Source: an optimization exercise on an open RTL-to-GDS flow (aim: small area, a short achievable clock period and few clock cycles). Production flows keep margins and buffers that such runs may drop. RTL that was checked went through simulation tests only; none was proved equivalent to the original.

==> inputs of v36 <==
==> flow/design.v <==
module Core(clk,rstn,imem_addr,imem_data,wb_en,wb_rd,wb_data,st_en,st_addr,st_data);
  input clk;
  input rstn;
  output [31:0] imem_addr;
  input  [31:0] imem_data;
  output wb_en;
  output [4:0] wb_rd;
  output [31:0] wb_data;
  output st_en;
  output [4:0] st_addr;
  output [31:0] st_data;
  reg [31:0] pc;
  reg [31:0] id_ins;    
  reg [31:0] id_pc;
  reg [4:0]  ex_rd;     
  reg        ex_wr, ex_ld, ex_st, ex_blt, ex_beq, ex_jal, ex_jalr;
  reg        ex_add, ex_sub, ex_and, ex_or, ex_xor, ex_sll, ex_srl, ex_lui;
  reg        ex_bimm;   
  reg        ex_fa_m, ex_fa_w, ex_fb_m, ex_fb_w;
  reg [31:0] ex_d1, ex_d2, ex_x;
  reg [4:0]  m_rd;      
  reg        m_wr, m_ld, m_st, m_tk;
  reg [31:0] m_val, m_aux;
  reg [4:0]  w_rd;      
  reg        w_wr;
  reg [31:0] w_val;
  reg [31:0] regs [0:31];
  reg [31:0] mem  [0:31];
  wire [4:0] id_rs1 = id_ins[19:15];
  wire [4:0] id_rs2 = id_ins[24:20];
  wire stall = (ex_ld & ((ex_rd == id_rs1) | (ex_rd == id_rs2))) |
               (w_wr  & ((w_rd  == id_rs1) | (w_rd  == id_rs2)));
  wire flush = m_tk;
  assign imem_addr = pc;
  wire [4:0] op = id_ins[4:0];
  wire d_add  = (op == 5'd1);
  wire d_addi = (op == 5'd2);
  wire d_sub  = (op == 5'd3);
  wire d_and  = (op == 5'd4);
  wire d_andi = (op == 5'd5);
  wire d_or   = (op == 5'd6);
  wire d_ori  = (op == 5'd7);
  wire d_xor  = (op == 5'd8);
  wire d_xori = (op == 5'd9);
  wire d_sll  = (op == 5'd10);
  wire d_slli = (op == 5'd11);
  wire d_srl  = (op == 5'd12);
  wire d_srli = (op == 5'd13);
  wire d_lui  = (op == 5'd14);
  wire d_lw   = (op == 5'd15);
  wire d_sw   = (op == 5'd16);
  wire d_blt  = (op == 5'd17);
  wire d_beq  = (op == 5'd18);
  wire d_jal  = (op == 5'd19);
  wire d_jalr = (op == 5'd20);
  wire d_wr = (op != 5'd0) & ((op <= 5'd15) | d_jal | d_jalr);
  wire [31:0] imm_is = {{20{id_ins[31]}}, id_ins[31:20]};
  wire [31:0] imm_iz = {20'b0, id_ins[31:20]};
  wire [31:0] imm_sh = {26'b0, id_ins[25:20]};
  wire [31:0] imm_ss = {{20{id_ins[31]}}, id_ins[31:25], id_ins[11:7]};
  wire [31:0] imm_u  = {id_ins[31:12], 12'b0};
  wire [31:0] imm_j  = {{12{id_ins[31]}}, id_ins[31:12]};
  wire [31:0] pcrel = id_pc + (d_jal ? imm_j : imm_ss);
  wire [31:0] link  = id_pc + 32'd1;
  wire [31:0] d_x = (d_blt | d_beq | d_jal) ? pcrel :
                    (d_andi | d_ori | d_xori) ? imm_iz :
                    (d_slli | d_srli) ? imm_sh :
                    d_lui ? imm_u :
                    d_sw ? imm_ss : imm_is;
  wire [31:0] rd1 = regs[id_rs1];
  wire [31:0] rd2 = regs[id_rs2];
  wire fa_m = ex_wr & (ex_rd == id_rs1);
  wire fa_w = m_wr & (m_rd == id_rs1);
  wire fb_m = ex_wr & (ex_rd == id_rs2) & ~(d_jal | d_jalr);
  wire fb_w = m_wr & (m_rd == id_rs2) & ~(d_jal | d_jalr);
  wire [31:0] a  = ex_fa_m ? m_val : ex_fa_w ? w_val : ex_d1;
  wire [31:0] bf = ex_fb_m ? m_val : ex_fb_w ? w_val : ex_d2;
  wire [31:0] b  = ex_bimm ? ex_x : bf;
  wire        subm = ex_sub | ex_blt;
  wire [32:0] sum  = {1'b0, a} + {1'b0, subm ? ~b : b} + {32'b0, subm};
  wire [31:0] xv   = a ^ b;
  wire        lt   = ~sum[32];
  wire        eq   = (xv == 32'b0);
  wire        shz  = (b[31:5] != 27'b0);
  wire [31:0] shl  = shz ? 32'b0 : (a << b[4:0]);
  wire [31:0] shr  = shz ? 32'b0 : (a >> b[4:0]);
  wire [31:0] result =
      ({32{ex_add | ex_sub}} & sum[31:0]) |
      ({32{ex_and}} & (a & b)) |
      ({32{ex_or }} & (a | b)) |
      ({32{ex_xor}} & xv) |
      ({32{ex_sll}} & shl) |
      ({32{ex_srl}} & shr) |
      ({32{ex_lui}} & ex_x) |
      ({32{ex_jal | ex_jalr}} & bf);
  wire        taken  = ex_jal | ex_jalr | (ex_blt & lt) | (ex_beq & eq);
  wire [31:0] target = ex_jalr ? sum[31:0] : ex_x;
  wire [31:0] aux    = ex_st ? bf : target;
  wire [31:0] ldata = mem[m_val[4:0]];
  always @(posedge clk) begin
    if (~rstn) pc <= 32'b0;
    else if (flush) pc <= m_aux;
    else if (~stall) pc <= pc + 32'd1;
  end
  always @(posedge clk) begin
    if (~rstn | flush) begin
      id_ins <= 32'b0;
      id_pc  <= 32'b0;
    end else if (~stall) begin
      id_ins <= imem_data;
      id_pc  <= pc;
    end
  end
  always @(posedge clk) begin
    if (~rstn | flush | stall) begin
      ex_rd <= 5'b0;
      {ex_wr, ex_ld, ex_st, ex_blt, ex_beq, ex_jal, ex_jalr} <= 7'b0;
      {ex_add, ex_sub, ex_and, ex_or, ex_xor, ex_sll, ex_srl, ex_lui} <= 8'b0;
      ex_bimm <= 1'b0;
      {ex_fa_m, ex_fa_w, ex_fb_m, ex_fb_w} <= 4'b0;
      ex_d1 <= 32'b0;
      ex_d2 <= 32'b0;
      ex_x  <= 32'b0;
    end else begin
      ex_rd <= id_ins[11:7];
      ex_wr <= d_wr;
      ex_ld <= d_lw;
      ex_st <= d_sw;
      ex_blt <= d_blt;
      ex_beq <= d_beq;
      ex_jal <= d_jal;
      ex_jalr <= d_jalr;
      ex_add <= d_add | d_addi | d_lw | d_sw;
      ex_sub <= d_sub;
      ex_and <= d_and | d_andi;
      ex_or  <= d_or | d_ori;
      ex_xor <= d_xor | d_xori;
      ex_sll <= d_sll | d_slli;
      ex_srl <= d_srl | d_srli;
      ex_lui <= d_lui;
      ex_bimm <= d_addi | d_andi | d_ori | d_xori | d_slli | d_srli | d_lw | d_sw | d_jalr;
      ex_fa_m <= fa_m;
      ex_fa_w <= fa_w & ~fa_m;
      ex_fb_m <= fb_m;
      ex_fb_w <= fb_w & ~fb_m;
      ex_d1 <= rd1;
      ex_d2 <= (d_jal | d_jalr) ? link : rd2;
      ex_x  <= d_x;
    end
  end
  always @(posedge clk) begin
    if (~rstn | flush) begin
      m_rd <= 5'b0;
      {m_wr, m_ld, m_st, m_tk} <= 4'b0;
      m_val <= 32'b0;
      m_aux <= 32'b0;
    end else begin
      m_rd <= ex_rd;
      m_wr <= ex_wr;
      m_ld <= ex_ld;
      m_st <= ex_st;
      m_tk <= taken;
      m_val <= result;
      m_aux <= aux;
    end
  end
  always @(posedge clk) begin
    if (~rstn) begin
      w_rd <= 5'b0;
      w_wr <= 1'b0;
      w_val <= 32'b0;
    end else begin
      w_rd <= m_rd;
      w_wr <= m_wr;
      w_val <= m_ld ? ldata : m_val;
    end
  end
  wire [31:0] rf_wd = rstn ? w_val : 32'b0;
  wire [31:0] dm_wd = rstn ? m_aux : 32'b0;
  integer k;
  always @(posedge clk) begin
    for (k = 0; k < 32; k = k + 1) begin
      if (~rstn | (w_wr & (w_rd == k))) regs[k] <= rf_wd;
      if (~rstn | (m_st & (m_val[4:0] == k))) mem[k] <= dm_wd;
    end
  end
  assign wb_en   = w_wr;
  assign wb_rd   = w_rd;
  assign wb_data = w_val;
  assign st_en   = m_st;
  assign st_addr = m_val[4:0];
  assign st_data = m_aux;
endmodule
==> flow/run.sh <==
#!/bin/bash
# synth_recipe.tcl (not shown) runs the flow's synth.tcl, then flattens the netlist and writes it again
# the make line also repeats each setting of config.mk as NAME=value (left out here)
make -C /OpenROAD-flow-scripts/flow DESIGN_CONFIG=/design/flow/config.mk WORK_HOME=/design/flow/orfs CLKGATE_MAP_FILE= SYNTH_SCRIPT=/design/flow/synth_recipe.tcl finish
==> flow/config.mk <==
export PLATFORM = sky130hd
export DESIGN_NAME = Core
export DESIGN_NICKNAME = Core
export VERILOG_FILES = /design/flow/design.v
export SDC_FILE = /design/flow/constraint.sdc
export NUM_CORES = 4
export LEC_CHECK = 0
export CAP_MARGIN = 20
export CORE_MARGIN = 2
export CORE_UTILIZATION = 45
export PLACE_DENSITY = 0.6
export SLEW_MARGIN = 20
==> flow/constraint.sdc <==
create_clock -name core_clock -period 12.0 [get_ports {clk}]
set_input_delay 2.4000 -clock core_clock [delete_from_list [all_inputs] [get_ports {clk}]]
set_output_delay 2.4000 -clock core_clock [all_outputs]
set_load 0.01 [all_outputs]
==> v6 (differences from v36) <==
==> flow/design.v, changed modules only <==
module Core(clk,rstn,imem_addr,imem_data,wb_en,wb_rd,wb_data,st_en,st_addr,st_data);
  input clk;
  input rstn;
  output [31:0] imem_addr;
  input  [31:0] imem_data;
  output wb_en;
  output [4:0] wb_rd;
  output [31:0] wb_data;
  output st_en;
  output [4:0] st_addr;
  output [31:0] st_data;
  reg [31:0] pc;
  reg [31:0] id_ins;    
  reg [4:0]  ex_rd;     
  reg        ex_wr, ex_ld, ex_st, ex_blt, ex_beq, ex_jal, ex_jalr;
  reg        ex_add, ex_sub, ex_and, ex_or, ex_xor, ex_sll, ex_srl, ex_lui;
  reg [31:0] ex_a;      
  reg [31:0] ex_b;      
  reg [31:0] ex_c;      
  reg [4:0]  m_rd;      
  reg        m_wr, m_ld, m_st, m_tk;
  reg [31:0] m_val;     
  reg [31:0] m_aux;     
  reg [4:0]  w_rd;      
  reg        w_wr;
  reg [31:0] w_val;
  reg [31:0] regs [0:31];
  reg [31:0] mem  [0:31];
  wire [4:0] id_rs1 = id_ins[19:15];
  wire [4:0] id_rs2 = id_ins[24:20];
  wire stall = (ex_ld & ((ex_rd == id_rs1) | (ex_rd == id_rs2))) |
               (w_wr  & ((w_rd  == id_rs1) | (w_rd  == id_rs2)));
  wire flush = m_tk;
  assign imem_addr = pc;
  wire [4:0] op = id_ins[4:0];
  wire d_add  = (op == 5'd1);
  wire d_addi = (op == 5'd2);
  wire d_sub  = (op == 5'd3);
  wire d_and  = (op == 5'd4);
  wire d_andi = (op == 5'd5);
  wire d_or   = (op == 5'd6);
  wire d_ori  = (op == 5'd7);
  wire d_xor  = (op == 5'd8);
  wire d_xori = (op == 5'd9);
  wire d_sll  = (op == 5'd10);
  wire d_slli = (op == 5'd11);
  wire d_srl  = (op == 5'd12);
  wire d_srli = (op == 5'd13);
  wire d_lui  = (op == 5'd14);
  wire d_lw   = (op == 5'd15);
  wire d_sw   = (op == 5'd16);
  wire d_blt  = (op == 5'd17);
  wire d_beq  = (op == 5'd18);
  wire d_jal  = (op == 5'd19);
  wire d_jalr = (op == 5'd20);
  wire d_wr = (op != 5'd0) & ((op <= 5'd15) | d_jal | d_jalr);
  wire [31:0] imm_is = {{20{id_ins[31]}}, id_ins[31:20]};
  wire [31:0] imm_iz = {20'b0, id_ins[31:20]};
  wire [31:0] imm_sh = {26'b0, id_ins[25:20]};
  wire [31:0] imm_ss = {{20{id_ins[31]}}, id_ins[31:25], id_ins[11:7]};
  wire [31:0] imm_u  = {id_ins[31:12], 12'b0};
  wire [31:0] imm_j  = {{12{id_ins[31]}}, id_ins[31:12]};
  wire d_bimm = d_addi | d_andi | d_ori | d_xori | d_slli | d_srli | d_lui | d_lw | d_sw | d_jalr;
  wire [31:0] d_imm = (d_andi | d_ori | d_xori) ? imm_iz :
                      (d_slli | d_srli) ? imm_sh :
                      d_lui ? imm_u :
                      d_sw ? imm_ss : imm_is;
  wire [31:0] immd  = (d_jal ? imm_j : imm_ss) - 32'd1;
  wire [31:0] pcrel = pc + immd;
  wire [31:0] rd1 = regs[id_rs1];
  wire [31:0] rd2 = regs[id_rs2];
  wire [31:0] result;
  wire [31:0] wnext;
  wire fa_m = ex_wr & (ex_rd == id_rs1);
  wire fa_w = m_wr & (m_rd == id_rs1);
  wire fb_m = ex_wr & (ex_rd == id_rs2);
  wire fb_w = m_wr & (m_rd == id_rs2);
  wire [31:0] fwd1 = fa_m ? result : fa_w ? wnext : rd1;
  wire [31:0] fwd2 = fb_m ? result : fb_w ? wnext : rd2;
  wire        subm = ex_sub | ex_blt;
  wire [32:0] sum  = {1'b0, ex_a} + {1'b0, subm ? ~ex_b : ex_b} + {32'b0, subm};
  wire [31:0] xv   = ex_a ^ ex_b;
  wire        lt   = ~sum[32];
  wire        eq   = (xv == 32'b0);
  function [31:0] rev32(input [31:0] v);
    integer i;
    for (i = 0; i < 32; i = i + 1) rev32[i] = v[31 - i];
  endfunction
  wire        shz  = (ex_b[31:5] != 27'b0);
  wire [31:0] shin = ex_sll ? rev32(ex_a) : ex_a;
  wire [31:0] shr  = shin >> ex_b[4:0];
  assign result =
      ({32{ex_add | ex_sub}} & sum[31:0]) |
      ({32{ex_and}} & (ex_a & ex_b)) |
      ({32{ex_or }} & (ex_a | ex_b)) |
      ({32{ex_xor}} & xv) |
      ({32{ex_sll & ~shz}} & rev32(shr)) |
      ({32{ex_srl & ~shz}} & shr) |
      ({32{ex_lui}} & ex_b) |
      ({32{ex_jal}} & ex_a) |
      ({32{ex_jalr}} & ex_c);
  wire taken = ex_jal | ex_jalr | (ex_blt & lt) | (ex_beq & eq);
  wire [31:0] ldata = mem[m_val[4:0]];
  assign wnext = m_ld ? ldata : m_val;
  always @(posedge clk) begin
    if (~rstn) pc <= 32'b0;
    else if (flush) pc <= m_aux;
    else if (~stall) pc <= pc + 32'd1;
  end
  always @(posedge clk) begin
    if (~rstn | flush) id_ins <= 32'b0;
    else if (~stall) id_ins <= imem_data;
  end
  always @(posedge clk) begin
    if (~rstn | flush | stall) begin
      ex_rd <= 5'b0;
      {ex_wr, ex_ld, ex_st, ex_blt, ex_beq, ex_jal, ex_jalr} <= 7'b0;
      {ex_add, ex_sub, ex_and, ex_or, ex_xor, ex_sll, ex_srl, ex_lui} <= 8'b0;
    end else begin
      ex_rd <= id_ins[11:7];
      ex_wr <= d_wr;
      ex_ld <= d_lw;
      ex_st <= d_sw;
      ex_blt <= d_blt;
      ex_beq <= d_beq;
      ex_jal <= d_jal;
      ex_jalr <= d_jalr;
      ex_add <= d_add | d_addi | d_lw | d_sw;
      ex_sub <= d_sub;
      ex_and <= d_and | d_andi;
      ex_or  <= d_or | d_ori;
      ex_xor <= d_xor | d_xori;
      ex_sll <= d_sll | d_slli;
      ex_srl <= d_srl | d_srli;
      ex_lui <= d_lui;
    end
  end
  always @(posedge clk) begin
    if (~rstn) begin
      ex_a <= 32'b0;
      ex_b <= 32'b0;
      ex_c <= 32'b0;
    end else begin
      ex_a <= d_jal ? pc : fwd1;
      ex_b <= d_bimm ? d_imm : fwd2;
      ex_c <= d_sw ? fwd2 : d_jalr ? pc : pcrel;
    end
  end
  always @(posedge clk) begin
    if (~rstn | flush) begin
      m_rd <= 5'b0;
      {m_wr, m_ld, m_st, m_tk} <= 4'b0;
    end else begin
      m_rd <= ex_rd;
      m_wr <= ex_wr;
      m_ld <= ex_ld;
      m_st <= ex_st;
      m_tk <= taken;
    end
  end
  always @(posedge clk) begin
    if (~rstn) begin
      m_val <= 32'b0;
      m_aux <= 32'b0;
    end else begin
      m_val <= result;
      m_aux <= ex_jalr ? sum[31:0] : ex_c;
    end
  end
  always @(posedge clk) begin
    if (~rstn) begin
      w_rd <= 5'b0;
      w_wr <= 1'b0;
      w_val <= 32'b0;
    end else begin
      w_rd <= m_rd;
      w_wr <= m_wr;
      w_val <= wnext;
    end
  end
  wire [31:0] rf_wd = rstn ? w_val : 32'b0;
  wire [31:0] dm_wd = rstn ? m_aux : 32'b0;
  integer k;
  always @(posedge clk) begin
    for (k = 0; k < 32; k = k + 1) begin
      if (~rstn | (w_wr & (w_rd == k))) regs[k] <= rf_wd;
      if (~rstn | (m_st & (m_val[4:0] == k))) mem[k] <= dm_wd;
    end
  end
  assign wb_en   = w_wr;
  assign wb_rd   = w_rd;
  assign wb_data = w_val;
  assign st_en   = m_st;
  assign st_addr = m_val[4:0];
  assign st_data = m_aux;
endmodule
==> flow/flow/run.sh (new file) <==
#!/bin/bash
# Layout flow: the standard flow, with the resizer asked to keep 8 ns of
# setup slack at the design's 12 ns clock. Tool output goes to standard.log.
bash standard.sh SETUP_SLACK_MARGIN=8 finish > standard.log 2>&1
==> flow/standard.sh (new file) <==
#!/bin/bash
# synth_recipe.tcl (not shown) runs the flow's synth.tcl, then flattens the netlist and writes it again
# the make line also repeats each setting of config.mk as NAME=value (left out here)
make -C /OpenROAD-flow-scripts/flow DESIGN_CONFIG=/design/flow/config.mk WORK_HOME=/design/flow/orfs CLKGATE_MAP_FILE= SYNTH_SCRIPT=/design/flow/synth_recipe.tcl "${@:-finish}"
removed: flow/run.sh
==> comparison <==
Sequential share of layout area: v36 is higher than v6 (3.0 points). Against v36, the synthesized cell count of v6 is higher by 8.8%. In v36 the die area is smaller than in v6, by about 1.3%. Against v6, the cell area of v36 is lower by about 4.5%. Against v6, the critical path depth of v36 is lower by 5. Of v36 and v6, v6 has the higher register-to-register slack (gap 1.9 ns). Wire length: v36 is smaller than v6 (7.1%). Against v6, the final cell count of v36 is smaller by 7.3%.
Testbench counts of v36, summed over its fixed seeds: cycles 48,142.
Only the layout flow was run in v6; the RTL was not checked for function there.

## port drivers added, routing unchanged
How much do the figures lean on ideal ports? The routed layouts below were timed once more, with nothing changed but the port constraints. Step 1 assumes that a clkbuf_16 drives the clock port and a buf_2 every other input. Step 2 adds t to the input delays and takes it off the output delays; t is the mean of the earliest and latest rising clock arrival at the registers after step 1. Input paths then give back, and output paths get back, about the clock's delay inside the block. Three values: no drivers, after step 1, after step 2; two values: the first two.
run	t, ns	setup WS [ns]	latest minus earliest clock arrival (ns)
v36	0.996	5.617 / 5.617 / 5.617	0.109 / 0.109
v6	0.996	7.547 / 7.547 / 7.027	0.092 / 0.092
After both steps every run listed still meets setup and hold. For v6, which loses most, drivers alone change the setup slack by 0.000 ns; drivers and shift together by -0.520 ns.
